This design comes from an exercise in tuning for small area and a short achievable clock period on the open sky130 flow, not from production work.
The RTL was checked by simulation tests, not by an equivalence proof against the original design.

==> flow/design.v (outline; a module is shown in full before it is edited, if it fits) <==
// module CSA_3_2: 10 lines
// module BOOTH_ENC: 10 lines
// module C42_4_2: 16 lines
// module C42N_4_2: 14 lines
// module HA_2_2: 9 lines
// module CPA_32: 200 lines
// module GP_1: 4 lines
// module GO_1: 3 lines
// module INC_18: 83 lines
// module conv1d: 2423 lines
module conv1d (
    input clk,
    input rst_n,
    input w_valid,
    input [47:0] w_in,
    input [15:0] x,
    input [15:0] b,
    output [31:0] y
);
  // ...
==> flow/flow/run.sh <==
#!/bin/bash
# The standard layout (the standard.sh, unchanged), with plain buf_1
# cells as the port buffers instead of the delay buffers that ORFS's
# buffer_ports picks by default.  standard.sh's full output goes to
# standard.log; ORFS writes each step's log under orfs/logs/.
export BUFFER_PORTS_ARGS="-buffer_cell sky130_fd_sc_hd__buf_1"
bash standard.sh > standard.log 2>&1
==> flow/standard.sh <==
#!/bin/bash
# synth_recipe.tcl (not shown) runs the flow's synth.tcl, then flattens the netlist and writes it again
# the make line also repeats each setting of config.mk as NAME=value (left out here)
make -C /OpenROAD-flow-scripts/flow DESIGN_CONFIG=/design/flow/config.mk WORK_HOME=/design/flow/orfs CLKGATE_MAP_FILE= SYNTH_SCRIPT=/design/flow/synth_recipe.tcl "${@:-finish}"
==> flow/config.mk <==
export PLATFORM = sky130hd
export DESIGN_NAME = conv1d
export DESIGN_NICKNAME = conv1d
export VERILOG_FILES = /design/flow/design.v
export SDC_FILE = /design/flow/constraint.sdc
export NUM_CORES = 4
export LEC_CHECK = 0
export CAP_MARGIN = 75
export CORE_MARGIN = 2
export CORE_UTILIZATION = 60
export CTS_CLUSTER_DIAMETER = 100
export CTS_CLUSTER_SIZE = 30
export PLACE_DENSITY = 0.7
export SETUP_SLACK_MARGIN = 5
export SLEW_MARGIN = 75
export SYNTH_HIERARCHICAL = 1
export SYNTH_MINIMUM_KEEP_SIZE = 0
==> flow/constraint.sdc <==
create_clock -name core_clock -period 10.0 [get_ports {clk}]
set_input_delay 2.0000 -clock core_clock [delete_from_list [all_inputs] [get_ports {clk}]]
set_output_delay 2.0000 -clock core_clock [all_outputs]
set_load 0.01 [all_outputs]
==> summary.txt, run 1 <==
status complete, no violations; #FFs+latches synth 470; Core Util, Final about two thirds; n_diodes 0; clk slew on worst S/H paths between 0.1 and 0.15 ns; Post-Synthesis Cell Area 0.0303 mm^2; xor/xnor share of the synthesized area 13.0%; CP Launch Type register; YS warnings 7; Synth top area share between 30% and 40%; CTS H-tree depth 1; IO Pins between 100 and 150; Buf+Inv Stages, Crit Path 1; clock skew around 0.052 ns; Die Area 0.0523 mm^2; DR vias/cell 6.21; commonest non-fill, non-tap cell in the layout dfrtp_1; Post-CTS Setup Inserts 0; Tcrit/Tclk final 38.3%; placed instance area between 0.03 and 0.04 mm^2; TNS Setup 0 ns; Non-CTS buffers 190; Worst path slowest cell fa_1; DRC viols 0; routed wire length on met2 34.6 mm; largest family of logic cells by synthesized area adder cells; max cap viols 0; FF+latch area 0.0118 mm^2; critical-path maximum fanout 16; Sink Count 470; Synth Area in Compound Gates 11.8%; fmax 0.261 GHz; DR WL met3 5.61 mm; r2r setup slk just over 6 ns; area leader, netlist dfrtp_1
==> run 2, diff against run 1 <==
--- a/flow/design.v
+++ b/flow/design.v
@@ -1925,145 +1925,83 @@
   CSA_3_2 u_m3_92 (.a(sc0_26), .b(sc1_26), .cin(sc2_26), .cout(m3_93), .sum(m3_92));
   wire m3_94, m3_95;
   HA_2_2 u_m3_94 (.a(sc3_26), .b(sc4_26), .cout(m3_95), .sum(m3_94));
   wire m3_96, m3_97;
   CSA_3_2 u_m3_96 (.a(sc0_27), .b(sc1_27), .cin(sc2_27), .cout(m3_97), .sum(m3_96));
   wire m3_98, m3_99;
   HA_2_2 u_m3_98 (.a(sc0_28), .b(sc1_28), .cout(m3_99), .sum(m3_98));
   wire m3_100, m3_101;
-  HA_2_2 u_m3_100 (.a(sc0_0), .b(sc1_0), .cout(m3_101), .sum(m3_100));
+  CSA_3_2 u_m3_100 (.a(sc0_0), .b(sc1_0), .cin(sc2_0), .cout(m3_101), .sum(m3_100));
   wire m3_102, m3_103;
-  HA_2_2 u_m3_102 (.a(sc0_1), .b(sc1_1), .cout(m3_103), .sum(m3_102));
-  wire m3_104, m3_105;
-  CSA_3_2 u_m3_104 (.a(sc2_2), .b(sc3_2), .cin(sc4_2), .cout(m3_105), .sum(m3_104));
-  wire m3_106, m3_107;
-  CSA_3_2 u_m3_106 (.a(sc2_3), .b(sc3_3), .cin(m3_1), .cout(m3_107), .sum(m3_106));
-  wire m3_108, m3_109;
-  CSA_3_2 u_m3_108 (.a(sc5_4), .b(m3_3), .cin(m3_6), .cout(m3_109), .sum(m3_108));
-  wire m3_110, m3_111;
-  CSA_3_2 u_m3_110 (.a(m3_7), .b(m3_10), .cin(m3_5), .cout(m3_111), .sum(m3_110));
-  wire m3_112, m3_113;
-  CSA_3_2 u_m3_112 (.a(m3_11), .b(m3_9), .cin(m3_12), .cout(m3_113), .sum(m3_112));
-  wire m3_114, m3_115;
-  CSA_3_2 u_m3_114 (.a(m3_13), .b(m3_15), .cin(m3_16), .cout(m3_115), .sum(m3_114));
-  wire m3_116, m3_117;
-  CSA_3_2 u_m3_116 (.a(m3_17), .b(m3_19), .cin(m3_20), .cout(m3_117), .sum(m3_116));
-  wire m3_118, m3_119;
-  CSA_3_2 u_m3_118 (.a(m3_21), .b(m3_23), .cin(m3_24), .cout(m3_119), .sum(m3_118));
-  wire m3_120, m3_121;
-  CSA_3_2 u_m3_120 (.a(m3_25), .b(m3_27), .cin(m3_28), .cout(m3_121), .sum(m3_120));
-  wire m3_122, m3_123;
-  CSA_3_2 u_m3_122 (.a(m3_29), .b(m3_31), .cin(m3_32), .cout(m3_123), .sum(m3_122));
-  wire m3_124, m3_125;
-  CSA_3_2 u_m3_124 (.a(m3_33), .b(m3_35), .cin(m3_36), .cout(m3_125), .sum(m3_124));
-  wire m3_126, m3_127;
-  CSA_3_2 u_m3_126 (.a(m3_37), .b(m3_39), .cin(m3_40), .cout(m3_127), .sum(m3_126));
-  wire m3_128, m3_129;
-  CSA_3_2 u_m3_128 (.a(m3_41), .b(m3_43), .cin(m3_44), .cout(m3_129), .sum(m3_128));
-  wire m3_130, m3_131;
-  CSA_3_2 u_m3_130 (.a(m3_45), .b(m3_47), .cin(m3_48), .cout(m3_131), .sum(m3_130));
-  wire m3_132, m3_133;
-  CSA_3_2 u_m3_132 (.a(m3_49), .b(m3_51), .cin(m3_52), .cout(m3_133), .sum(m3_132));
-  wire m3_134, m3_135;
-  CSA_3_2 u_m3_134 (.a(m3_53), .b(m3_55), .cin(m3_56), .cout(m3_135), .sum(m3_134));
-  wire m3_136, m3_137;
-  CSA_3_2 u_m3_136 (.a(m3_57), .b(m3_59), .cin(m3_60), .cout(m3_137), .sum(m3_136));
-  wire m3_138, m3_139;
-  CSA_3_2 u_m3_138 (.a(m3_61), .b(m3_63), .cin(m3_64), .cout(m3_139), .sum(m3_138));
-  wire m3_140, m3_141;
-  CSA_3_2 u_m3_140 (.a(m3_65), .b(m3_67), .cin(m3_68), .cout(m3_141), .sum(m3_140));
-  wire m3_142, m3_143;
-  CSA_3_2 u_m3_142 (.a(m3_69), .b(m3_71), .cin(m3_72), .cout(m3_143), .sum(m3_142));
-  wire m3_144, m3_145;
-  CSA_3_2 u_m3_144 (.a(m3_73), .b(m3_75), .cin(m3_76), .cout(m3_145), .sum(m3_144));
-  wire m3_146, m3_147;
-  CSA_3_2 u_m3_146 (.a(m3_77), .b(m3_79), .cin(m3_80), .cout(m3_147), .sum(m3_146));
-  wire m3_148, m3_149;
-  CSA_3_2 u_m3_148 (.a(m3_81), .b(m3_83), .cin(m3_84), .cout(m3_149), .sum(m3_148));
-  wire m3_150, m3_151;
-  CSA_3_2 u_m3_150 (.a(m3_85), .b(m3_87), .cin(m3_88), .cout(m3_151), .sum(m3_150));
-  wire m3_152, m3_153;
-  CSA_3_2 u_m3_152 (.a(m3_94), .b(m3_89), .cin(m3_91), .cout(m3_153), .sum(m3_152));
-  wire m3_154, m3_155;
-  CSA_3_2 u_m3_154 (.a(sc3_27), .b(m3_95), .cin(m3_93), .cout(m3_155), .sum(m3_154));
-  wire m3_156, m3_157;
-  CSA_3_2 u_m3_156 (.a(sc2_28), .b(sc3_28), .cin(m3_98), .cout(m3_157), .sum(m3_156));
-  wire m3_158, m3_159;
-  CSA_3_2 u_m3_158 (.a(sc0_29), .b(sc1_29), .cin(sc2_29), .cout(m3_159), .sum(m3_158));
-  wire m3_160, m3_161;
-  HA_2_2 u_m3_160 (.a(sc0_30), .b(sc1_30), .cout(m3_161), .sum(m3_160));
-  wire m3_162, m3_163;
-  HA_2_2 u_m3_162 (.a(sc2_0), .b(sc3_0), .cout(m3_163), .sum(m3_162));
-  wire m3_164, m3_165;
-  CSA_3_2 u_m3_164 (.a(sc2_1), .b(m3_101), .cin(m3_102), .cout(m3_165), .sum(m3_164));
-  wire m3_166, m3_167;
-  CSA_3_2 u_m3_166 (.a(m3_103), .b(m3_0), .cin(m3_104), .cout(m3_167), .sum(m3_166));
-  wire m3_168, m3_169;
-  CSA_3_2 u_m3_168 (.a(m3_2), .b(m3_105), .cin(m3_106), .cout(m3_169), .sum(m3_168));
-  wire m3_170, m3_171;
-  CSA_3_2 u_m3_170 (.a(m3_4), .b(m3_107), .cin(m3_108), .cout(m3_171), .sum(m3_170));
-  wire m3_172, m3_173;
-  CSA_3_2 u_m3_172 (.a(m3_8), .b(m3_109), .cin(m3_110), .cout(m3_173), .sum(m3_172));
-  wire m3_174, m3_175;
-  CSA_3_2 u_m3_174 (.a(m3_14), .b(m3_111), .cin(m3_112), .cout(m3_175), .sum(m3_174));
-  wire m3_176, m3_177;
-  CSA_3_2 u_m3_176 (.a(m3_18), .b(m3_113), .cin(m3_114), .cout(m3_177), .sum(m3_176));
-  wire m3_178, m3_179;
-  CSA_3_2 u_m3_178 (.a(m3_22), .b(m3_115), .cin(m3_116), .cout(m3_179), .sum(m3_178));
-  wire m3_180, m3_181;
-  CSA_3_2 u_m3_180 (.a(m3_26), .b(m3_117), .cin(m3_118), .cout(m3_181), .sum(m3_180));
-  wire m3_182, m3_183;
-  CSA_3_2 u_m3_182 (.a(m3_30), .b(m3_119), .cin(m3_120), .cout(m3_183), .sum(m3_182));
-  wire m3_184, m3_185;
-  CSA_3_2 u_m3_184 (.a(m3_34), .b(m3_121), .cin(m3_122), .cout(m3_185), .sum(m3_184));
-  wire m3_186, m3_187;
-  CSA_3_2 u_m3_186 (.a(m3_38), .b(m3_123), .cin(m3_124), .cout(m3_187), .sum(m3_186));
-  wire m3_188, m3_189;
-  CSA_3_2 u_m3_188 (.a(m3_42), .b(m3_125), .cin(m3_126), .cout(m3_189), .sum(m3_188));
-  wire m3_190, m3_191;
-  CSA_3_2 u_m3_190 (.a(m3_46), .b(m3_127), .cin(m3_128), .cout(m3_191), .sum(m3_190));
-  wire m3_192, m3_193;
-  CSA_3_2 u_m3_192 (.a(m3_50), .b(m3_129), .cin(m3_130), .cout(m3_193), .sum(m3_192));
-  wire m3_194, m3_195;
-  CSA_3_2 u_m3_194 (.a(m3_54), .b(m3_131), .cin(m3_132), .cout(m3_195), .sum(m3_194));
-  wire m3_196, m3_197;
-  CSA_3_2 u_m3_196 (.a(m3_58), .b(m3_133), .cin(m3_134), .cout(m3_197), .sum(m3_196));
-  wire m3_198, m3_199;
-  CSA_3_2 u_m3_198 (.a(m3_62), .b(m3_135), .cin(m3_136), .cout(m3_199), .sum(m3_198));
-  wire m3_200, m3_201;
-  CSA_3_2 u_m3_200 (.a(m3_66), .b(m3_137), .cin(m3_138), .cout(m3_201), .sum(m3_200));
-  wire m3_202, m3_203;
-  CSA_3_2 u_m3_202 (.a(m3_70), .b(m3_139), .cin(m3_140), .cout(m3_203), .sum(m3_202));
-  wire m3_204, m3_205;
-  CSA_3_2 u_m3_204 (.a(m3_74), .b(m3_141), .cin(m3_142), .cout(m3_205), .sum(m3_204));
-  wire m3_206, m3_207;
-  CSA_3_2 u_m3_206 (.a(m3_78), .b(m3_143), .cin(m3_144), .cout(m3_207), .sum(m3_206));
-  wire m3_208, m3_209;
-  CSA_3_2 u_m3_208 (.a(m3_82), .b(m3_145), .cin(m3_146), .cout(m3_209), .sum(m3_208));
-  wire m3_210, m3_211;
-  CSA_3_2 u_m3_210 (.a(m3_86), .b(m3_147), .cin(m3_148), .cout(m3_211), .sum(m3_210));
-  wire m3_212, m3_213;
-  CSA_3_2 u_m3_212 (.a(m3_90), .b(m3_149), .cin(m3_150), .cout(m3_213), .sum(m3_212));
-  wire m3_214, m3_215;
-  CSA_3_2 u_m3_214 (.a(m3_92), .b(m3_151), .cin(m3_152), .cout(m3_215), .sum(m3_214));
-  wire m3_216, m3_217;
-  CSA_3_2 u_m3_216 (.a(m3_96), .b(m3_153), .cin(m3_154), .cout(m3_217), .sum(m3_216));
-  wire m3_218, m3_219;
-  CSA_3_2 u_m3_218 (.a(m3_97), .b(m3_156), .cin(m3_155), .cout(m3_219), .sum(m3_218));
-  wire m3_220, m3_221;
-  CSA_3_2 u_m3_220 (.a(m3_99), .b(m3_158), .cin(m3_157), .cout(m3_221), .sum(m3_220));
-  wire m3_222, m3_223;
-  CSA_3_2 u_m3_222 (.a(sc2_30), .b(m3_160), .cin(m3_159), .cout(m3_223), .sum(m3_222));
-  wire m3_224, m3_225;
-  HA_2_2 u_m3_224 (.a(sc0_31), .b(m3_161), .cout(m3_225), .sum(m3_224));
-  wire [31:0] m3_226 = {m3_224, m3_222, m3_220, m3_217, m3_215, m3_214, m3_211, m3_209, m3_207, m3_205, m3_203, m3_201, m3_199, m3_197, m3_195, m3_193, m3_191, m3_189, m3_187, m3_185, m3_183, m3_181, m3_179, m3_177, m3_175, m3_173, m3_171, m3_169, m3_167, m3_165, m3_163, m3_100};
-  wire [31:0] m3_227 = {m3_223, m3_221, m3_219, m3_218, m3_216, m3_213, m3_212, m3_210, m3_208, m3_206, m3_204, m3_202, m3_200, m3_198, m3_196, m3_194, m3_192, m3_190, m3_188, m3_186, m3_184, m3_182, m3_180, m3_178, m3_176, m3_174, m3_172, m3_170, m3_168, m3_166, m3_164, m3_162};
+  CSA_3_2 u_m3_102 (.a(sc0_1), .b(sc1_1), .cin(sc2_1), .cout(m3_103), .sum(m3_102));
+  wire m3_104, m3_105, m3_106;
+  C42N_4_2 u_m3_104 (.x1(sc2_2), .x2(sc3_2), .x3(sc4_2), .x4(m3_0), .sum(m3_104), .carry(m3_105), .cout(m3_106));
+  wire m3_107, m3_108, m3_109;
+  C42_4_2 u_m3_107 (.x1(sc2_3), .x2(sc3_3), .x3(m3_1), .x4(m3_2), .cin(m3_106), .sum(m3_107), .carry(m3_108), .cout(m3_109));
+  wire m3_110, m3_111, m3_112;
+  C42_4_2 u_m3_110 (.x1(sc5_4), .x2(m3_3), .x3(m3_6), .x4(m3_4), .cin(m3_109), .sum(m3_110), .carry(m3_111), .cout(m3_112));
+  wire m3_113, m3_114, m3_115;
+  C42_4_2 u_m3_113 (.x1(m3_7), .x2(m3_10), .x3(m3_5), .x4(m3_8), .cin(m3_112), .sum(m3_113), .carry(m3_114), .cout(m3_115));
+  wire m3_116, m3_117, m3_118;
+  C42_4_2 u_m3_116 (.x1(m3_11), .x2(m3_9), .x3(m3_12), .x4(m3_14), .cin(m3_115), .sum(m3_116), .carry(m3_117), .cout(m3_118));
+  wire m3_119, m3_120, m3_121;
+  C42_4_2 u_m3_119 (.x1(m3_13), .x2(m3_15), .x3(m3_16), .x4(m3_18), .cin(m3_118), .sum(m3_119), .carry(m3_120), .cout(m3_121));
+  wire m3_122, m3_123, m3_124;
+  C42_4_2 u_m3_122 (.x1(m3_17), .x2(m3_19), .x3(m3_20), .x4(m3_22), .cin(m3_121), .sum(m3_122), .carry(m3_123), .cout(m3_124));
+  wire m3_125, m3_126, m3_127;
+  C42_4_2 u_m3_125 (.x1(m3_21), .x2(m3_23), .x3(m3_24), .x4(m3_26), .cin(m3_124), .sum(m3_125), .carry(m3_126), .cout(m3_127));
+  wire m3_128, m3_129, m3_130;
+  C42_4_2 u_m3_128 (.x1(m3_25), .x2(m3_27), .x3(m3_28), .x4(m3_30), .cin(m3_127), .sum(m3_128), .carry(m3_129), .cout(m3_130));
+  wire m3_131, m3_132, m3_133;
+  C42_4_2 u_m3_131 (.x1(m3_29), .x2(m3_31), .x3(m3_32), .x4(m3_34), .cin(m3_130), .sum(m3_131), .carry(m3_132), .cout(m3_133));
+  wire m3_134, m3_135, m3_136;
+  C42_4_2 u_m3_134 (.x1(m3_33), .x2(m3_35), .x3(m3_36), .x4(m3_38), .cin(m3_133), .sum(m3_134), .carry(m3_135), .cout(m3_136));
+  wire m3_137, m3_138, m3_139;
+  C42_4_2 u_m3_137 (.x1(m3_37), .x2(m3_39), .x3(m3_40), .x4(m3_42), .cin(m3_136), .sum(m3_137), .carry(m3_138), .cout(m3_139));
+  wire m3_140, m3_141, m3_142;
+  C42_4_2 u_m3_140 (.x1(m3_41), .x2(m3_43), .x3(m3_44), .x4(m3_46), .cin(m3_139), .sum(m3_140), .carry(m3_141), .cout(m3_142));
+  wire m3_143, m3_144, m3_145;
+  C42_4_2 u_m3_143 (.x1(m3_45), .x2(m3_47), .x3(m3_48), .x4(m3_50), .cin(m3_142), .sum(m3_143), .carry(m3_144), .cout(m3_145));
+  wire m3_146, m3_147, m3_148;
+  C42_4_2 u_m3_146 (.x1(m3_49), .x2(m3_51), .x3(m3_52), .x4(m3_54), .cin(m3_145), .sum(m3_146), .carry(m3_147), .cout(m3_148));
+  wire m3_149, m3_150, m3_151;
+  C42_4_2 u_m3_149 (.x1(m3_53), .x2(m3_55), .x3(m3_56), .x4(m3_58), .cin(m3_148), .sum(m3_149), .carry(m3_150), .cout(m3_151));
+  wire m3_152, m3_153, m3_154;
+  C42_4_2 u_m3_152 (.x1(m3_57), .x2(m3_59), .x3(m3_60), .x4(m3_62), .cin(m3_151), .sum(m3_152), .carry(m3_153), .cout(m3_154));
+  wire m3_155, m3_156, m3_157;
+  C42_4_2 u_m3_155 (.x1(m3_61), .x2(m3_63), .x3(m3_64), .x4(m3_66), .cin(m3_154), .sum(m3_155), .carry(m3_156), .cout(m3_157));
+  wire m3_158, m3_159, m3_160;
+  C42_4_2 u_m3_158 (.x1(m3_65), .x2(m3_67), .x3(m3_68), .x4(m3_70), .cin(m3_157), .sum(m3_158), .carry(m3_159), .cout(m3_160));
+  wire m3_161, m3_162, m3_163;
+  C42_4_2 u_m3_161 (.x1(m3_69), .x2(m3_71), .x3(m3_72), .x4(m3_74), .cin(m3_160), .sum(m3_161), .carry(m3_162), .cout(m3_163));
+  wire m3_164, m3_165, m3_166;
+  C42_4_2 u_m3_164 (.x1(m3_73), .x2(m3_75), .x3(m3_76), .x4(m3_78), .cin(m3_163), .sum(m3_164), .carry(m3_165), .cout(m3_166));
+  wire m3_167, m3_168, m3_169;
+  C42_4_2 u_m3_167 (.x1(m3_77), .x2(m3_79), .x3(m3_80), .x4(m3_82), .cin(m3_166), .sum(m3_167), .carry(m3_168), .cout(m3_169));
+  wire m3_170, m3_171, m3_172;
+  C42_4_2 u_m3_170 (.x1(m3_81), .x2(m3_83), .x3(m3_84), .x4(m3_86), .cin(m3_169), .sum(m3_170), .carry(m3_171), .cout(m3_172));
+  wire m3_173, m3_174, m3_175;
+  C42_4_2 u_m3_173 (.x1(m3_85), .x2(m3_87), .x3(m3_88), .x4(m3_90), .cin(m3_172), .sum(m3_173), .carry(m3_174), .cout(m3_175));
+  wire m3_176, m3_177, m3_178;
+  C42_4_2 u_m3_176 (.x1(m3_94), .x2(m3_89), .x3(m3_91), .x4(m3_92), .cin(m3_175), .sum(m3_176), .carry(m3_177), .cout(m3_178));
+  wire m3_179, m3_180, m3_181;
+  C42_4_2 u_m3_179 (.x1(sc3_27), .x2(m3_95), .x3(m3_93), .x4(m3_96), .cin(m3_178), .sum(m3_179), .carry(m3_180), .cout(m3_181));
+  wire m3_182, m3_183, m3_184;
+  C42_4_2 u_m3_182 (.x1(sc2_28), .x2(sc3_28), .x3(m3_98), .x4(m3_97), .cin(m3_181), .sum(m3_182), .carry(m3_183), .cout(m3_184));
+  wire m3_185, m3_186, m3_187;
+  C42_4_2 u_m3_185 (.x1(sc0_29), .x2(sc1_29), .x3(sc2_29), .x4(m3_99), .cin(m3_184), .sum(m3_185), .carry(m3_186), .cout(m3_187));
+  wire m3_188, m3_189, m3_190;
+  C42N_4_2 u_m3_188 (.x1(sc0_30), .x2(sc1_30), .x3(sc2_30), .x4(m3_187), .sum(m3_188), .carry(m3_189), .cout(m3_190));
+  wire m3_191, m3_192;
+  HA_2_2 u_m3_191 (.a(sc0_31), .b(m3_190), .cout(m3_192), .sum(m3_191));
+  wire [31:0] m3_193 = {m3_189, m3_186, m3_183, m3_180, m3_177, m3_174, m3_171, m3_168, m3_165, m3_162, m3_159, m3_156, m3_153, m3_150, m3_147, m3_144, m3_141, m3_138, m3_135, m3_132, m3_129, m3_126, m3_123, m3_120, m3_117, m3_114, m3_111, m3_108, m3_105, m3_103, m3_101, m3_100};
+  wire [31:0] m3_194 = {m3_191, m3_188, m3_185, m3_182, m3_179, m3_176, m3_173, m3_170, m3_167, m3_164, m3_161, m3_158, m3_155, m3_152, m3_149, m3_146, m3_143, m3_140, m3_137, m3_134, m3_131, m3_128, m3_125, m3_122, m3_119, m3_116, m3_113, m3_110, m3_107, m3_104, m3_102, sc3_0};
   wire [31:0] y_s;
-  CPA_32 u_cpa_y (.a(m3_226), .b(m3_227), .s(y_s));
+  CPA_32 u_cpa_y (.a(m3_193), .b(m3_194), .s(y_s));
   always @(posedge clk or negedge rst_n) begin
     if (!rst_n) begin
       ac0_0 <= 1'b0;
       ac1_0 <= 1'b0;
       ac0_1 <= 1'b0;
       ac1_1 <= 1'b0;
       ac0_2 <= 1'b0;
       ac1_2 <= 1'b0;
==> flow/config.mk (replaced) <==
export PLATFORM = sky130hd
export DESIGN_NAME = conv1d
export DESIGN_NICKNAME = conv1d
export VERILOG_FILES = /design/flow/design.v
export SDC_FILE = /design/flow/constraint.sdc
export NUM_CORES = 4
export LEC_CHECK = 0
export CAP_MARGIN = 75
export CORE_MARGIN = 2
export CORE_UTILIZATION = 65
export PLACE_DENSITY = 0.75
export SETUP_SLACK_MARGIN = 5
export SLEW_MARGIN = 75
export SYNTH_HIERARCHICAL = 1
export SYNTH_MINIMUM_KEEP_SIZE = 0
==> summary.txt, run 2 <==
Pre-antenna DRT Iters 6 (unchanged); Top reg by flops yr (unchanged); largest net degree at the start of global routing 49 (was 50); top cells by count, synth dfrtp_1 (428), xnor2_1 (411), a22oi_1 (340), fa_1 (328), clkbuf_1 (141) (was dfrtp_1 (428), fa_1 (384), xnor2_1 (384), a22oi_1 (340), clkbuf_1 (141)); count of cell types in the netlist 29 (was 26); commonest non-fill, non-tap cell in the layout xnor2_1 (was dfrtp_1); number of gates resized after CTS 0 (unchanged); CTS H-tree depth 2 (was 1); CTS buffer count 50 (was 21); Core Util, Final 72.9% (was 65.1%); Avg WL per Cell 24.0 um (was 24.5 um); YS warnings 7 (unchanged); vias in the first global route 21.5k (was 20.0k); clk buf depth 3 (unchanged); IO Pins 115 (unchanged); sequential share of the synthesized area 37.9% (was 38.6%); Starting DRT DRC Count 1852 (was 1849); Sink Count 470 (unchanged); DRC viols 0 (unchanged); Post-synth EDFFs 0 (unchanged); status complete, no violations (unchanged); CP Launch Type input port (was register); Area growth, synth to finish 10.3% (was 7.32%); core area 0.0468 mm^2 (was 0.0500 mm^2); syn_area_per_cell 13.1 um^2 (was 13.6 um^2); Hold Fails Final Rpt 0 (unchanged); hold-fix buffers at CTS 0 (unchanged); Clock Tree Root clkbuf_16 (unchanged); most frequent cells in the layout xnor2_1 (411), dfrtp_1 (390), a22oi_1 (340), fa_1 (328), buf_1 (109) (was dfrtp_1 (390), xnor2_1 (384), fa_1 (384), a22oi_1 (340), buf_1 (106)); critical-path maximum fanout 23 (was 16); worst reg-to-reg path cell count 12 (was 11); cell count after synthesis 2366 (was 2231); Core Rows 79 (was 82); placed instance area 0.0323 mm^2 (was 0.0318 mm^2); via count 19.3k (was 18.1k); area leader, netlist dfrtp_1 (unchanged); Finished Cell Area 0.0341 mm^2 (was 0.0325 mm^2); CP Capture Type register (unchanged); max FFs per register 32 (unchanged); n_diodes 0 (unchanged); CP Class input port to register (was register to register); DR vias/cell 6.35 (was 6.21); Worst Path Required 10.45 ns (was 10.48 ns); clock skew 0.0235 ns (was 0.0518 ns); post-detailed-route count of antenna-violating nets 0 (unchanged); r2r setup slk 6.37 ns (was 6.17 ns); WP data arrival 4.31 ns (about the same); RSZ-0062 raised after global routing false (unchanged); antenna violations before repair 0 (unchanged); async set or reset register ratio after synthesis 96.6% (unchanged); Worst Hold Depth 0 (unchanged); count leader, synth dfrtp_1 (unchanged); gr usage total 31.0% (was 28.3%); clk slew on worst S/H paths 0.06 ns (was 0.12 ns); fmax 0.259 GHz (was 0.261 GHz); hold path endpoint sc1_25$_DFF_PN0_ (was a21_20$_DFF_PN0_); global-route wire length before repair 119 mm (was 115 mm); Die Area 0.0493 mm^2 (was 0.0523 mm^2); Initial Utilization 66.1% (was 60.7%); max cap viols 0 (unchanged); drt total wl 73.1 mm (was 71.4 mm); RePlAce Congestion 0.895 (was 0.887); Critical R2R Launch dneg[2]$_DFF_PN0_ (unchanged); GRT overflow 0 (unchanged); final-report max-slew violation count 0 (unchanged); Tcrit/Tclk final 38.6% (was 38.3%); worst hold path class register to register (unchanged); count of input and output buffers 114 (unchanged); Post-Synthesis Cell Area 0.0309 mm^2 (was 0.0303 mm^2); ranking of synthesized cells by area dfrtp_1 (35%), fa_1 (21%), xnor2_1 (12%) (was dfrtp_1 (35%), fa_1 (25%), xnor2_1 (11%)); Largest regs yr x32, br x17 (unchanged); die width 222 um (was 229 um); r2r endpoint yr[31]$_DFF_PN0_ (unchanged); Min-Delay Startpoint bc1_25$_DFF_PN0_ (was ac1_20$_DFF_PN0_); final net count 2905 (was 2794); clock tree from TritonCTS done (unchanged); Post-CTS Setup Inserts 0 (unchanged); #FFs+latches synth 470 (unchanged); minimum clock period after layout 3.86 ns (was 3.83 ns); chip height 222 um (was 229 um); share of layout cells above drive strength 1 12.8% (was 11.5%); Synth top area share 34.6% (was 35.3%); HPWL after DPL 50.1 mm (was 49.5 mm); top_reg_cell synth dfrtp_1 (unchanged); setup violators final 0 (unchanged); worst skew pair latency 0.59 ns (was 0.60 ns); TNS Setup 0 ns (unchanged)
==> run 2: cell count changes after synthesis <==
cell | previous run | this run
ha_1 | 103 | 101
fa_1 | 384 | 328
o21ai_0 | 24 | 51
xnor3_1 | 0 | 27
xnor2_1 | 384 | 411
xor2_1 | 62 | 89
nor2_1 | 0 | 27
maj3_1 | 0 | 29
xor3_1 | 1 | 3
nand2_1 | 32 | 59
==> run 2: layout make-up <==
type                       instances  area [um^2]
clock buffer                      75         1480
multi-input combinational       1673        18200
tap                              607          759
fill                            3048        12700
sequential                       470        11800
clock inverter                    19          223
timing repair buffer             195         1550
inverter                           3         11.3
==> run 2: critical path, cell delays in order <==
cell     delay, ns
buf_2         0.10
buf_8         0.19
buf_12        0.24
mux2_4        0.42
a22oi_1       0.25
xnor2_1       0.17
fa_1          0.47
fa_1          0.45
==> run 2: cell families after synthesis <==
logic type | after synthesis | share of synthesized area [%]
xor gates and xnor gates | 530 | 16.4
AOI/OAI and AO/OA | 494 | 12.0
DFF | 470 | 37.9
adders and majority gates | 458 | 26.3
buffers and inverters | 226 | 3.40
and+or+nand+nor | 139 | 2.12
muxes | 48 | 1.93
other | 1 | 0.0121
==> run 2: per-stage QoR <==
stage | cells | hold slack [ns] | worst slack, ns
floorplan | 2369 | 0.331 | 5.97
detailed placement | 2945 | 0.335 | 5.56
global route | 3042 | 0.335 | 6.06
finish | 3042 | 0.333 | 6.14
CTS | 3039 | 0.327 | 6.15
global placement | 2914 | 0.332 | 5.31
==> run 2: Yosys stat by module (local to each module, per instance), excerpt <==
module | cells inside | flip-flops and latches | cell area, um^2 | copies in the design
C42_4_2 | 7 | 0 | 62.6 | 27
BOOTH_ENC | 5 | 0 | 38.8 | 8
GO_1 | 1 | 0 | 7.51 | 30
CPA_32 | 63 | 0 | 682 | 1
HA_2_2 | 1 | 0 | 12.5 | 66
C42N_4_2 | 3 | 0 | 46.3 | 2
GP_1 | 2 | 0 | 13.8 | 45
==> run 2: metal layers <==
| metal | global-route usage (%) | wire (um) | share of wire (%) | up-vias |
|---|---|---|---|---|
| met1 | 41.7 | 28900 | 39 | 10100 |
| met5 | 0 | 0 | 0 | - |
| met4 | 10.9 | 2120 | 2.9 | 0 |
| li1 | - | - | - | 8075 |
| met3 | 6.92 | 6610 | 9.0 | 192 |
| met2 | 50.2 | 35500 | 49 | 988 |
==> run 2: worst max-delay path by stage <==
stage / end / slack [ns] / cells after the start / start
after global routing: sc5_17$_DFF_PN0_ / 6.06 / 8 / w_valid
after global placement: sc5_17$_DFF_PN0_ / 5.31 / 7 / w_valid
after detailed placement: sc5_17$_DFF_PN0_ / 5.56 / 8 / w_valid
after CTS: sc5_17$_DFF_PN0_ / 6.15 / 8 / w_valid
final: sc5_17$_DFF_PN0_ / 6.14 / 8 / w_valid
after floorplan: sc5_15$_DFF_PN0_ / 5.97 / 8 / w_valid
==> run 3, diff against run 2 <==
--- a/flow/config.mk
+++ b/flow/config.mk
@@ -10,2 +10,4 @@
 export CORE_UTILIZATION = 65
+export CTS_CLUSTER_DIAMETER = 100
+export CTS_CLUSTER_SIZE = 30
 export PLACE_DENSITY = 0.75
==> summary.txt, run 3 <==
status complete, no violations (unchanged); chip height 222 um (unchanged); Post-Synthesis Cell Area 0.0309 mm^2 (unchanged); number of gates resized after CTS 0 (unchanged); gr usage total 30.1% (was 31.0%); n_diodes 0 (unchanged); CP dominant cell by count fa_1 (unchanged); max FFs per register 32 (unchanged); CTS H-tree depth 1 (was 2); #FFs+latches synth 470 (unchanged); count of input and output buffers 114 (unchanged); fmax 0.259 GHz (about the same); clk slew on worst S/H paths 0.12 ns (was 0.06 ns); crit-path max cell delay 0.46 ns (was 0.47 ns); Area growth, synth to finish 6.74% (was 10.3%); minimum clock period after layout 3.86 ns (about the same); GRT overflow 0 (unchanged); Crit path max-delay family adder cells (unchanged); ranking of synthesized cells by area dfrtp_1 (35%), fa_1 (21%), xnor2_1 (12%) (unchanged); Largest regs yr x32, br x17 (unchanged); Die Area 0.0493 mm^2 (unchanged); vias in the first global route 21.0k (was 21.5k); max cap viols 0 (unchanged); fillers 3199 (was 3048); Min-Delay Startpoint ac0_5$_DFF_PN0_ (was bc1_25$_DFF_PN0_); clock tree from TritonCTS done (unchanged); Core Rows 79 (unchanged); critical-path maximum fanout 23 (unchanged); clk buf depth 3 (unchanged); Post-synth EDFFs 0 (unchanged); area of the multi-input gates 0.0182 mm^2 (unchanged); CTS buffer count 20 (was 50); clock skew 0.0221 ns (was 0.0235 ns); WP data arrival 4.31 ns (about the same); top_reg_cell synth dfrtp_1 (unchanged); final net count 2873 (was 2905); Clock Tree Root clkbuf_16 (unchanged); IO Pins 115 (unchanged); Starting DRT DRC Count 1743 (was 1852); Tcrit/Tclk final 38.6% (about the same); Buf+Inv Stages, Crit Path 3 (unchanged); commonest non-fill, non-tap cell in the layout xnor2_1 (unchanged); HPWL after DPL 50.1 mm (unchanged); Critical R2R Launch dneg[2]$_DFF_PN0_ (unchanged); placed cells 2945 (unchanged); count leader, synth dfrtp_1 (unchanged); sequential share of the synthesized area 37.9% (unchanged); DR vias/cell 6.34 (was 6.35); Worst Path Required 10.46 ns (was 10.45 ns); Initial Utilization 66.1% (unchanged); Pre-antenna DRT Iters 6 (unchanged); Worst Hold Depth 0 (unchanged); FF+latch area 0.0118 mm^2 (about the same); CP Capture Type register (unchanged); DRC viols 0 (unchanged); Min Hold Slack 0.346 ns (was 0.333 ns); Worst path slowest cell fa_1 (unchanged); worst reg-to-reg path cell count 12 (unchanged); RSZ-0062 raised after global routing false (unchanged); worst hold path class register to register (unchanged); Post-CTS Setup Inserts 0 (unchanged); Critical Path Stages 8 (unchanged); core area 0.0468 mm^2 (unchanged); global-route wire length before repair 116 mm (was 119 mm); count of cell types in the netlist 29 (unchanged); top cells by count, synth dfrtp_1 (428), xnor2_1 (411), a22oi_1 (340), fa_1 (328), clkbuf_1 (141) (unchanged); async set or reset register ratio after synthesis 96.6% (unchanged); area leader, netlist dfrtp_1 (unchanged); Synth top area share 34.6% (unchanged); beginning of the critical path w_valid (unchanged); most frequent cells in the layout xnor2_1 (411), dfrtp_1 (390), a22oi_1 (340), fa_1 (328), buf_1 (109) (unchanged); final-report max-slew violation count 0 (unchanged); TNS Setup 0 ns (unchanged); CP Launch Type input port (unchanged); final non-filler cell total 2982 (was 3042); CP Class input port to register (unchanged); die width 222 um (unchanged); post-detailed-route count of antenna-violating nets 0 (unchanged); crit-path cells buf_2 > buf_8 > buf_12 > mux2_4 > a22oi_1 > xnor2_1 > fa_1 > fa_1 (unchanged); Sink Count 470 (unchanged); antenna violations before repair 0 (unchanged); Hold Fails Final Rpt 0 (unchanged); largest net degree at the start of global routing 49 (unchanged); via count 18.9k (was 19.3k); hold-fix buffers at CTS 0 (unchanged); Avg WL per Cell 23.8 um (was 24.0 um); setup violators final 0 (unchanged); RePlAce Congestion 0.895 (unchanged); syn_area_per_cell 13.1 um^2 (unchanged); share of layout cells above drive strength 1 10.7% (was 12.8%); cell count after synthesis 2366 (unchanged); worst skew pair latency 0.57 ns (was 0.59 ns); Top reg by flops yr (unchanged); YS warnings 7 (unchanged); drt total wl 71.0 mm (was 73.1 mm)
==> run 3: final cells by class <==
class / instances / share of cell area, %
clock buffers: 31 / 1.71
clock inverters: 5 / 0.167
inverters: 3 / 0.0341
multi-input cells: 1673 / 55.3
flip-flops and latches: 470 / 35.9
well taps: 607 / 2.30
repair buffers: 193 / 4.66
==> run 3: final timing paths <==
| kind | slack [ns] | endpoint |
|---|---|---|
| hold reg to reg | 0.35 | a20_5$_DFF_PN0_ |
| setup reg to reg | 6.35 | yr[31]$_DFF_PN0_ |
| setup / recovery | 6.14 | sc5_17$_DFF_PN0_ |
| min in group asynchronous | 1.29 | yr[13]$_DFF_PN0_ |
| max in group asynchronous | 7.40 | ac0_24$_DFF_PN1_ |
| hold / removal | 0.35 | a20_5$_DFF_PN0_ |
==> run 3: layer usage <==
metal	up-vias	share of wire [%]	track usage (%)	routed length, um
met4	0	2.3	8.39	1620
li1	7983	-	-	-
met3	161	8.3	5.25	5850
met1	9833	41	41.9	28900
met5	-	0	0	0
met2	940	49	49.3	34600
==> run 3: kinds of logic (layout without fill, tap and decap cells) <==
group,count (synthesis),after routing,share of synthesized area [%]
multiplexers,48,48,1.93
buffers and inverters,226,232,3.40
AO/OA/AOI/OAI,494,494,12.0
adder cells (fa/ha/maj),458,458,26.3
other,1,4,0.0121
AND/OR/NAND/NOR,139,139,2.12
XOR/XNOR,530,530,16.4
flip-flops,470,470,37.9
==> run 3: Yosys stat by module (local to each module, per instance) <==
module	times used	flops+latches
CPA_32	1	0
GP_1	45	0
GO_1	30	0
BOOTH_ENC	8	0
conv1d	1	470
HA_2_2	66	0
C42_4_2	27	0
C42N_4_2	2	0
CSA_3_2	328	0
==> run 3: worst reg2reg max path, cell delays in order, from the launching register on <==
cell and delay, ns:
dfrtp_2 0.43, buf_8 0.19, fa_1 0.53, maj3_1 0.43, xor2_1 0.17, xnor2_1 0.13
ha_1 0.33, and2_1 0.18, and2_1 0.16, a21o_2 0.30, a21o_4 0.31, a21o_1 0.21
xor3_1 0.18
==> run 3: through the flow <==
step | utilization, % | setup slack, ns | cell area (um^2)
after floorplan | - | 5.97 | 30900
after global placement | 67.3 | 5.31 | 31500
after detailed placement | 69.1 | 5.56 | 32300
after CTS | 70.5 | 6.15 | 32900
after global routing | 70.6 | 6.03 | 33000
final | 70.6 | 6.14 | 33000
==> run 4, diff against run 3 <==
--- a/flow/config.mk
+++ b/flow/config.mk
@@ -10,3 +10,3 @@
 export CORE_UTILIZATION = 65
-export CTS_CLUSTER_DIAMETER = 100
+export CTS_CLUSTER_DIAMETER = 60
 export CTS_CLUSTER_SIZE = 30
==> summary.txt, run 4 <==
antenna violations before repair 0 (unchanged); worst hold path class register to register (unchanged); async set or reset register ratio after synthesis 96.6% (unchanged); count of cell types in the netlist 29 (unchanged); Critical R2R Launch dneg[2]$_DFF_PN0_ (unchanged); Sink Count 470 (unchanged); Synth top area share 34.6% (unchanged); RePlAce Congestion 0.895 (unchanged); largest net degree at the start of global routing 49 (unchanged); CP Capture Type register (unchanged); clock tree from TritonCTS done (unchanged); worst reg-to-reg path cell count 12 (unchanged); area leader, netlist dfrtp_1 (unchanged); Hold Fails Final Rpt 0 (unchanged); CTS buffer count 38 (was 20); DR vias/cell 6.33 (was 6.34); clk slew on worst S/H paths 0.09 ns (was 0.12 ns); WP data arrival 4.30 ns (was 4.31 ns); HPWL after DPL 50.1 mm (unchanged); syn_area_per_cell 13.1 um^2 (unchanged); setup violators final 0 (unchanged); Buf+Inv Stages, Crit Path 3 (unchanged); most frequent cells in the layout xnor2_1 (411), dfrtp_1 (390), a22oi_1 (340), fa_1 (328), buf_1 (109) (unchanged); RSZ-0062 raised after global routing false (unchanged); hold path endpoint sc0_26$_DFF_PN0_ (was a20_5$_DFF_PN0_); Post-CTS Setup Inserts 0 (unchanged); CTS H-tree depth 2 (was 1); gr usage total 30.4% (was 30.1%); max cap viols 0 (unchanged); number of gates resized after CTS 0 (unchanged); GRT overflow 0 (unchanged); IO Pins 115 (unchanged); commonest non-fill, non-tap cell in the layout xnor2_1 (unchanged); YS warnings 7 (unchanged); clock skew 0.0339 ns (was 0.0221 ns); Worst path slowest cell fa_1 (unchanged); CP Launch Type input port (unchanged); share of layout cells above drive strength 1 12.4% (was 10.7%); Pre-antenna DRT Iters 6 (unchanged); TNS Setup 0 ns (unchanged); Clock Tree Root clkbuf_16 (unchanged); Tcrit/Tclk final 38.5% (was 38.6%); Core Util, Final 72.3% (was 70.6%); critical-path maximum fanout 23 (unchanged); Worst Hold Depth 0 (unchanged); minimum clock period after layout 3.85 ns (was 3.86 ns); ranking of synthesized cells by area dfrtp_1 (35%), fa_1 (21%), xnor2_1 (12%) (unchanged); Initial Utilization 66.1% (unchanged); CP Class input port to register (unchanged); FF+latch area 0.0118 mm^2 (about the same); Die Area 0.0493 mm^2 (unchanged); crit-path max cell delay 0.46 ns (about the same); Area growth, synth to finish 9.36% (was 6.74%); Starting DRT DRC Count 1899 (was 1743); #FFs+latches synth 470 (unchanged); fillers 3082 (was 3199); crit-path cells buf_2 > buf_8 > buf_12 > mux2_4 > a22oi_1 > xnor2_1 > fa_1 > fa_1 (unchanged); core area 0.0468 mm^2 (unchanged); CP dominant cell by count fa_1 (unchanged); Min Hold Slack 0.330 ns (was 0.346 ns); Core Rows 79 (unchanged); r2r setup slk 6.36 ns (was 6.35 ns); Post-synth EDFFs 0 (unchanged); global-route wire length before repair 117 mm (was 116 mm); hold-fix buffers at CTS 0 (unchanged); die width 222 um (unchanged); cell count after synthesis 2366 (unchanged); n_diodes 0 (unchanged); clk buf depth 3 (unchanged); post-detailed-route count of antenna-violating nets 0 (unchanged); Min-Delay Startpoint bc0_26$_DFF_PN0_ (was ac0_5$_DFF_PN0_); Post-Synthesis Cell Area 0.0309 mm^2 (unchanged); top_reg_cell synth dfrtp_1 (unchanged); Worst Path Required 10.45 ns (was 10.46 ns); Largest regs yr x32, br x17 (unchanged); Top reg by flops yr (unchanged); via count 19.1k (was 18.9k); final-report max-slew violation count 0 (unchanged); top cells by count, synth dfrtp_1 (428), xnor2_1 (411), a22oi_1 (340), fa_1 (328), clkbuf_1 (141) (unchanged); Crit path max-delay family adder cells (unchanged); count of input and output buffers 114 (unchanged); count leader, synth dfrtp_1 (unchanged); DRC viols 0 (unchanged); vias in the first global route 21.1k (was 21.0k); worst skew pair latency 0.60 ns (was 0.57 ns); max FFs per register 32 (unchanged); chip height 222 um (unchanged); sequential share of the synthesized area 37.9% (unchanged); Avg WL per Cell 23.7 um (was 23.8 um); r2r endpoint yr[31]$_DFF_PN0_ (unchanged); final net count 2891 (was 2873); drt total wl 71.6 mm (was 71.0 mm); status complete, no violations (unchanged); fmax 0.260 GHz (was 0.259 GHz); pre-CTS setup slack 5.56 ns (unchanged); fin worst setup slack 6.15 ns (was 6.14 ns); area of the multi-input gates 0.0182 mm^2 (unchanged)
## run 4: cell counts after synthesis
Identical to the previous run, type by type.
## run 4: final cells by class
class,instances,area share (%)
clock buffers,42,3.01
clock inverters,28,1.21
inverters,3,0.0333
multi-input cells,1673,54.0
flip-flops and latches,470,35.0
well taps,607,2.25
repair buffers,193,4.55
## run 4: metal layers
| metal | GRT usage (%) | wire length [um] |
|---|---|---|
| met2 | 49.3 | 34700 |
| met3 | 6.37 | 6100 |
| met5 | 0 | 0 |
| met1 | 41.6 | 28900 |
| met4 | 9.44 | 1880 |
## run 4: logic make-up after synthesis
logic type                 Yosys count  synth area share (%)
xor gates and xnor gates           530                  16.4
muxes                               48                  1.93
and+or+nand+nor                    139                  2.12
buffers and inverters              226                  3.40
AOI/OAI and AO/OA                  494                  12.0
adders and majority gates          458                  26.3
other                                1                0.0121
DFF                                470                  37.9
## run 4: per-module statistics from Yosys (local to each module, per instance)
module	area, um^2	flops+latches	cells inside
conv1d	19900	470	1554
HA_2_2	12.5	0	1
BOOTH_ENC	38.8	0	5
CPA_32	682	0	63
GO_1	7.51	0	1
GP_1	13.8	0	2
CSA_3_2	20.0	0	1
C42_4_2	62.6	0	7
C42N_4_2	46.3	0	3
## run 4: worst max path at each step
stage / start / end / depth (start not counted)
2_1_floorplan: w_valid / sc5_15$_DFF_PN0_ / 8
3_3_place_gp: w_valid / sc5_17$_DFF_PN0_ / 7
3_5_place_dp: w_valid / sc5_17$_DFF_PN0_ / 8
4_1_cts: w_valid / sc5_17$_DFF_PN0_ / 8
5_1_grt: w_valid / sc5_17$_DFF_PN0_ / 8
6_report: w_valid / sc5_17$_DFF_PN0_ / 8
## run 4: metrics by stage
step           cell area [um^2]  std cells
6_report                  33800       3016
5_1_grt                   33800       3016
4_1_cts                   33700       3015
3_5_place_dp              32300       2945
3_3_place_gp              31500       2914
2_1_floorplan             30900       2369

## what the ideal ports hide
How much do the figures lean on ideal ports? The routed layouts below were timed once more, with nothing changed but the port constraints.
Step 1, drivers: a clkbuf_16 drives clk and a buf_2 each remaining input, both assumed.
Step 2 moves the port delays by t, midway between the first and last clock arrival at a register: inputs arrive t later, outputs are due t later. That takes back most of the time a late clock gives input paths.
Three values: ideal ports, drivers, drivers and shift; two values: the first two.
run | t, ns | setup slack, ns | cell pins on the clock port's net
run 1 | 0.631 | 6.171 / 6.171 / 5.631 | 1
run 2 | 0.639 | 6.136 / 6.154 / 5.515 | 1
run 3 | 0.625 | 6.141 / 6.166 / 5.541 | 1
run 4 | 0.639 | 6.154 / 6.170 / 5.531 | 1
After both steps setup and hold are still met in every run listed. For run 4, which loses most, drivers alone change the setup slack by +0.016 ns; drivers and shift together by -0.623 ns.
